Source: an optimization exercise on an open RTL-to-GDS flow (aim: small area). Production flows keep margins and buffers that such runs may drop. Only simulation tests tie the RTL to the original design; equivalence was not proved. No activity file was given, so power comes from the tool's default toggle rates.

== run 1 ==
Design video_core, start of the top module:
module video_core(
	input         clk,
	input         rst_n,
	input  [7:0]  vpo,
	input         config_done,
	input         enhance_enable,
	input         video_zoom,
	input         cross_output,
	output [9:0]  lut_addr,
	input  [7:0]  lut_data,
	output [19:0] sram_a_addr,
	output        sram_a_ce_n,
	output        sram_a_we_n,
	output        sram_a_oe_n,
	output [15:0] sram_a_dout,
	output        sram_a_doe,
	input  [15:0] sram_a_din,
	output [19:0] sram_b_addr,
	output        sram_b_ce_n,
	output        sram_b_we_n,
	output        sram_b_oe_n,
	output [15:0] sram_b_dout,
	output        sram_b_doe,
	input  [15:0] sram_b_din,
	output [7:0]  enc_data,
	output        frame_flag,
	output        decode_error,
	output [7:0]  img_mean,
	output        iris_int,
	output [7:0]  max_gray
);
For scale: roughly 200 flip-flops, about 0.010 sq mm of cells after synthesis.
Settings: LEC_CHECK=0, CAP_MARGIN=20, CORE_MARGIN=2, CORE_UTILIZATION=40, PLACE_DENSITY=0.6, SLEW_MARGIN=20; clock period 10.0 ns.
standard.sh (not shown) runs the stock make flow with config.mk's settings and CLKGATE_MAP_FILE= SYNTH_SCRIPT=/design/flow/synth_recipe.tcl, a recipe that flattens the netlist after the stock synthesis.
==> flow/flow/run.sh <==
#!/bin/bash
# Standard layout with three changes: an area-oriented ABC script in
# synthesis (with a time-bounded &deepsyn pass), port buffers made from the smallest buffer cell, and a clock
# tree of small buffers without dummy loads.
set -euo pipefail
W="$(cd "$(dirname "$0")/.." && pwd)"
export AREA_ABC_SCRIPT="$W/flow/area.abc"
export FLOW_SYNTH_TCL="$W/synth_recipe.tcl"
export BUFFER_PORTS_ARGS="-buffer_cell sky130_fd_sc_hd__buf_1"
export CTS_ARGS="-sink_clustering_enable -repair_clock_nets -dont_use_dummy_load -buf_list sky130_fd_sc_hd__clkbuf_4 -sink_clustering_size 7 -sink_clustering_max_diameter 35 -sink_buffer_max_cap_derate 1.0"
sed "s|SYNTH_SCRIPT=[^ ]*|SYNTH_SCRIPT=$W/flow/synth_area.tcl|" "$W/standard.sh" > "$W/standard_area.sh"
grep -q "SYNTH_SCRIPT=$W/flow/synth_area.tcl" "$W/standard_area.sh"
bash "$W/standard_area.sh" > "$W/standard_flow.log" 2>&1
==> flow/flow/area.abc <==
strash
ifraig
dc2
&get -n
&deepsyn -T 120 -S 7
&put
resub -K 8
rewrite -z
dch -f
amap -m -F 2 -A 8
topo
stime -c
dnsize -c
==> flow/flow/synth_area.tcl <==
# The standard flow's synthesis script, with the ABC step run on an area-oriented script
# (flow/area.abc) instead of ORFS's delay-oriented one.  Everything else,
# including flip-flop mapping, is synth_recipe.tcl unchanged.
proc abc {args} {
  set i [lsearch $args -script]
  if {$i >= 0} { lset args [expr {$i + 1}] $::env(AREA_ABC_SCRIPT) }
  yosys abc {*}$args
}
source $::env(FLOW_SYNTH_TCL)
--- input diff run 1..run 2 ---
==> flow/flow/run.sh <==
#!/bin/bash
# Standard layout, with the port buffers made from the smallest buffer cell
# and a clock tree of mid-size buffers without dummy loads.
set -euo pipefail
export BUFFER_PORTS_ARGS="-buffer_cell sky130_fd_sc_hd__buf_1"
export CTS_ARGS="-sink_clustering_enable -repair_clock_nets -dont_use_dummy_load -buf_list sky130_fd_sc_hd__clkbuf_4 -sink_clustering_size 20"
bash standard.sh > standard_flow.log 2>&1
removed: flow/flow/area.abc
removed: flow/flow/synth_area.tcl
Notes after the runs:
Per the final summary, run 2 finished and its layout is clean on timing, DRC and antenna.
Comparing final area for run 1 and run 2, the smaller number came from run 1.
Looking at critical path buffer and inverter count, run 2 sits 2 below run 1.
Fraction of layout cells with a size suffix above 1 (lower): run 1
Run comparison: run 2 master of the slowest instance on the critical path dfxtp_2; run 1 master of the slowest instance on the critical path fa_1
Run 2 vs run 1: clock share of power up
Relative to run 2, the following input files were edited for run 3:
==> flow/flow/run.sh <==
#!/bin/bash
# Standard layout with three changes: an area-oriented ABC script in
# synthesis (with a time-bounded &deepsyn pass), port buffers made from the smallest buffer cell, and a clock
# tree of small buffers without dummy loads.
set -euo pipefail
W="$(cd "$(dirname "$0")/.." && pwd)"
export AREA_ABC_SCRIPT="$W/flow/area.abc"
export FLOW_SYNTH_TCL="$W/synth_recipe.tcl"
export BUFFER_PORTS_ARGS="-buffer_cell sky130_fd_sc_hd__buf_1"
export CTS_ARGS="-sink_clustering_enable -repair_clock_nets -dont_use_dummy_load -buf_list \"sky130_fd_sc_hd__clkbuf_4 sky130_fd_sc_hd__clkbuf_8\" -sink_clustering_size 10 -sink_clustering_max_diameter 45 -sink_buffer_max_cap_derate 1.0"
sed "s|SYNTH_SCRIPT=[^ ]*|SYNTH_SCRIPT=$W/flow/synth_area.tcl|" "$W/standard.sh" > "$W/standard_area.sh"
grep -q "SYNTH_SCRIPT=$W/flow/synth_area.tcl" "$W/standard_area.sh"
bash "$W/standard_area.sh" > "$W/standard_flow.log" 2>&1
==> flow/flow/area.abc (new file) <==
strash
ifraig
dc2
&get -n
&deepsyn -T 120 -S 7
&put
resub -K 8
rewrite -z
dch -f
amap -m -F 2 -A 8
topo
stime -c
dnsize -c
==> flow/flow/synth_area.tcl (new file) <==
# The standard flow's synthesis script, with the ABC step run on an area-oriented script
# (flow/area.abc) instead of ORFS's delay-oriented one.  Everything else,
# including flip-flop mapping, is synth_recipe.tcl unchanged.
proc abc {args} {
  set i [lsearch $args -script]
  if {$i >= 0} { lset args [expr {$i + 1}] $::env(AREA_ABC_SCRIPT) }
  yosys abc {*}$args
}
source $::env(FLOW_SYNTH_TCL)
## What came out
Per the final summary, run 3 finished and its layout is clean on timing, DRC and antenna.
Detailed route, run 3 vs run 2: via total lower for run 3
Run 3 vs. run 2: synthesized cell count went down by 7.4%.
Between run 2 and run 3, delay contributed by the slowest stage of the critical path increased.
Run 2 -> run 3: hold-fix buffer count after cts delta 0, exact match
In run 3 relative to run 2, final cell count had gone down by a few percent.
Clock buffer count in the final layout, run 3 and run 2: smaller value in run 3
Summary: with run 2 as the reference, static leakage in run 3 moved down by more than 10%.
Total power after layout down about 13% in run 3 wrt run 2
Area: run 3 vs run 2 -> run 3 smaller
On sequential power share: run 3 sits above run 2.
What run 4 does differently from run 3 at the input level:
==> flow/flow/run.sh <==
#!/bin/bash
# Standard layout with three changes: an area-oriented ABC script in
# synthesis (with a time-bounded &deepsyn pass), port buffers made from the smallest buffer cell, and a clock
# tree of mid-size buffers without dummy loads.
set -euo pipefail
W="$(cd "$(dirname "$0")/.." && pwd)"
export AREA_ABC_SCRIPT="$W/flow/area.abc"
export FLOW_SYNTH_TCL="$W/synth_recipe.tcl"
export BUFFER_PORTS_ARGS="-buffer_cell sky130_fd_sc_hd__buf_1"
export CTS_ARGS="-sink_clustering_enable -repair_clock_nets -dont_use_dummy_load -buf_list sky130_fd_sc_hd__clkbuf_8 -sink_clustering_size 15 -sink_clustering_max_diameter 60 -sink_buffer_max_cap_derate 1.0"
sed "s|SYNTH_SCRIPT=[^ ]*|SYNTH_SCRIPT=$W/flow/synth_area.tcl|" "$W/standard.sh" > "$W/standard_area.sh"
grep -q "SYNTH_SCRIPT=$W/flow/synth_area.tcl" "$W/standard_area.sh"
bash "$W/standard_area.sh" > "$W/standard_flow.log" 2>&1
--- outcome ---
Compare run 3 and run 4 | wire length per cell after detailed routing lower: run 3
Re multi-input logic cell count: run 3 was lower than run 4.
Between run 3 and run 4, the sequential cell area figures differ only marginally.
Run 4 vs run 3 — number of cells in the finished layout apart from fillers dropped slightly
The synthesized net count was comparable across run 3 and run 4.
Changes observed in run 4 relative to run 3: cell area held, deepest clock path buffer count barely changed.

========
video_core again, from the RTL that the note above started with.
==> flow/config.mk <==
export PLATFORM = sky130hd
export DESIGN_NAME = video_core
export DESIGN_NICKNAME = video_core
export VERILOG_FILES = /design/flow/design.v
export SDC_FILE = /design/flow/constraint.sdc
export NUM_CORES = 4
export LEC_CHECK = 0
export CAP_MARGIN = 20
export CORE_MARGIN = 2
export CORE_UTILIZATION = 40
export PLACE_DENSITY = 0.6
export SLEW_MARGIN = 20
==> flow/constraint.sdc <==
create_clock -name core_clock -period 10.0 [get_ports {clk}]
set_input_delay 2.0000 -clock core_clock [delete_from_list [all_inputs] [get_ports {clk}]]
set_output_delay 2.0000 -clock core_clock [all_outputs]
set_load 0.01 [all_outputs]
==> flow/flow/run.sh <==
#!/bin/bash
# Standard layout, with the port buffers made from the smallest buffer cell
# and a clock tree of mid-size buffers without dummy loads.
set -euo pipefail
export BUFFER_PORTS_ARGS="-buffer_cell sky130_fd_sc_hd__buf_1"
export CTS_ARGS="-sink_clustering_enable -repair_clock_nets -dont_use_dummy_load -buf_list sky130_fd_sc_hd__clkbuf_16 -sink_clustering_size 28 -sink_clustering_max_diameter 80 -sink_buffer_max_cap_derate 1.0"
bash standard.sh > standard_flow.log 2>&1
The first run completed with no timing, DRC or antenna violations.
Next try:
==> flow/flow/run.sh (replaced) <==
#!/bin/bash
# Standard layout with three changes: an area-oriented ABC script in
# synthesis, port buffers made from the smallest buffer cell, and a clock
# tree of mid-size buffers without dummy loads.
set -euo pipefail
W="$(cd "$(dirname "$0")/.." && pwd)"
export AREA_ABC_SCRIPT="$W/flow/area.abc"
export FLOW_SYNTH_TCL="$W/synth_recipe.tcl"
export BUFFER_PORTS_ARGS="-buffer_cell sky130_fd_sc_hd__buf_1"
export CTS_ARGS="-sink_clustering_enable -repair_clock_nets -dont_use_dummy_load -buf_list sky130_fd_sc_hd__clkbuf_8 -sink_clustering_size 15 -sink_clustering_max_diameter 60 -sink_buffer_max_cap_derate 1.0"
sed "s|SYNTH_SCRIPT=[^ ]*|SYNTH_SCRIPT=$W/flow/synth_area.tcl|" "$W/standard.sh" > "$W/standard_area.sh"
grep -q "SYNTH_SCRIPT=$W/flow/synth_area.tcl" "$W/standard_area.sh"
bash "$W/standard_area.sh" > "$W/standard_flow.log" 2>&1
==> flow/flow/area.abc (new file) <==
strash
ifraig
dc2
&get -n
&deepsyn -T 60
&put
dch -f
amap -m -F 2 -A 8
topo
stime -c
dnsize -c
==> flow/flow/synth_area.tcl (new file) <==
# The standard flow's synthesis script, with the ABC step run on an area-oriented script
# (flow/area.abc) instead of ORFS's delay-oriented one.  Everything else,
# including flip-flop mapping, is synth_recipe.tcl unchanged.
proc abc {args} {
  set i [lsearch $args -script]
  if {$i >= 0} { lset args [expr {$i + 1}] $::env(AREA_ABC_SCRIPT) }
  yosys abc {*}$args
}
source $::env(FLOW_SYNTH_TCL)
Sequential share of layout area rose by 2.7 points.
Power fell by 8.6%.
Utilization rose by 1.0 points.
Setup slack loses 0.081 ns.
Clock-buffer cell count rose by 8.
Worst hold slack loses 0.062 ns.
Routed wire length fell by 2.3%.
Non-clock buffer count fell by 5.
Global-route usage rose by 1.1 points.
Next try:
==> flow/flow/run.sh (replaced) <==
#!/bin/bash
# Standard layout with three changes: an area-oriented ABC script in
# synthesis, port buffers made from the smallest buffer cell, and a clock
# tree of small buffers without dummy loads.
set -euo pipefail
W="$(cd "$(dirname "$0")/.." && pwd)"
export AREA_ABC_SCRIPT="$W/flow/area.abc"
export FLOW_SYNTH_TCL="$W/synth_recipe.tcl"
export BUFFER_PORTS_ARGS="-buffer_cell sky130_fd_sc_hd__buf_1"
export CTS_ARGS="-sink_clustering_enable -repair_clock_nets -dont_use_dummy_load -buf_list sky130_fd_sc_hd__clkbuf_4 -sink_clustering_size 10 -sink_clustering_max_diameter 50 -sink_buffer_max_cap_derate 1.0"
sed "s|SYNTH_SCRIPT=[^ ]*|SYNTH_SCRIPT=$W/flow/synth_area.tcl|" "$W/standard.sh" > "$W/standard_area.sh"
grep -q "SYNTH_SCRIPT=$W/flow/synth_area.tcl" "$W/standard_area.sh"
bash "$W/standard_area.sh" > "$W/standard_flow.log" 2>&1
==> flow/flow/area.abc (replaced) <==
strash
ifraig
dc2
dch -f
amap -m -F 2 -A 8
topo
stime -c
dnsize -c
After rerunning: The changed run went through all stages and came out clean; worst setup slack gets better by 0.036 ns; fmax grows by 0.37%; cell count grows by about 3.4%; die area grows by 2.1%; clock-buffer cell count grows by 5; non-clock buffer count grows by 2.
Next try:
==> flow/flow/run.sh (replaced) <==
#!/bin/bash
# Standard layout with three changes: an area-oriented ABC script in
# synthesis, port buffers made from the smallest buffer cell, and a clock
# tree of mid-size buffers without dummy loads.
set -euo pipefail
W="$(cd "$(dirname "$0")/.." && pwd)"
export AREA_ABC_SCRIPT="$W/flow/area.abc"
export FLOW_SYNTH_TCL="$W/synth_recipe.tcl"
export BUFFER_PORTS_ARGS="-buffer_cell sky130_fd_sc_hd__buf_1"
export CTS_ARGS="-sink_clustering_enable -repair_clock_nets -dont_use_dummy_load -buf_list sky130_fd_sc_hd__clkbuf_8 -sink_clustering_size 15 -sink_clustering_max_diameter 60 -sink_buffer_max_cap_derate 1.0"
sed "s|SYNTH_SCRIPT=[^ ]*|SYNTH_SCRIPT=$W/flow/synth_area.tcl|" "$W/standard.sh" > "$W/standard_area.sh"
grep -q "SYNTH_SCRIPT=$W/flow/synth_area.tcl" "$W/standard_area.sh"
bash "$W/standard_area.sh" > "$W/standard_flow.log" 2>&1
==> flow/flow/area.abc (replaced) <==
strash
dc2
dch -f
amap -m -F 2 -A 8
topo
stime -c
dnsize -c
First-iteration DRC count grows by 0.82%.
Setup slack is worse by 0.011 ns.
Power went up by 12%.
Sequential cell count does not change.
Synthesized area hardly moves.
Wire length decreases by 0.38%.

static timing again, ports no longer ideal:
The results above use ideal ports. As a check the final layouts listed here were re-extracted and re-timed, cells and wires unchanged. Step 1, drivers: a clkbuf_16 drives clk and a buf_2 each remaining input, both assumed. Step 2, shift: input delay + t, output delay - t, t = (earliest + latest rising clock arrival at the registers) / 2. This alone moves slack from input paths to output paths. a / b / c = ideal / step 1 / step 2; a / b = the first two.
| run | shift t [ns] | slack for setup (ns) | worst register clock-pin slew, ns | worst data-port slew with drivers (ns) | pins driven straight from the clock port |
|---|---|---|---|---|---|
| run 1 | 0.648 | 0.440 / 0.396 / 1.045 | 0.08 / 0.08 | 0.06 | 1 |
| run 2 | 0.684 | 0.477 / 0.431 / 1.116 | 0.06 / 0.06 | 0.05 | 1 |
| run 3 | 0.689 | 0.399 / 0.356 / 1.045 | 0.11 / 0.11 | 0.03 | 1 |
| run 4 | 0.562 | 0.370 / 0.323 / 0.885 | 0.10 / 0.10 | 0.06 | 1 |
| the first run of note 2 | 0.510 | 0.466 / 0.419 / 0.929 | 0.10 / 0.10 | 0.05 | 1 |
| the second run of note 2 | 0.556 | 0.385 / 0.342 / 0.899 | 0.10 / 0.10 | 0.05 | 1 |
| the third run of note 2 | 0.698 | 0.421 / 0.378 / 1.075 | 0.12 / 0.12 | 0.05 | 1 |
| the fourth run of note 2 | 0.551 | 0.410 / 0.367 / 0.918 | 0.09 / 0.09 | 0.05 | 1 |
After both steps setup and hold are still met in every run listed.
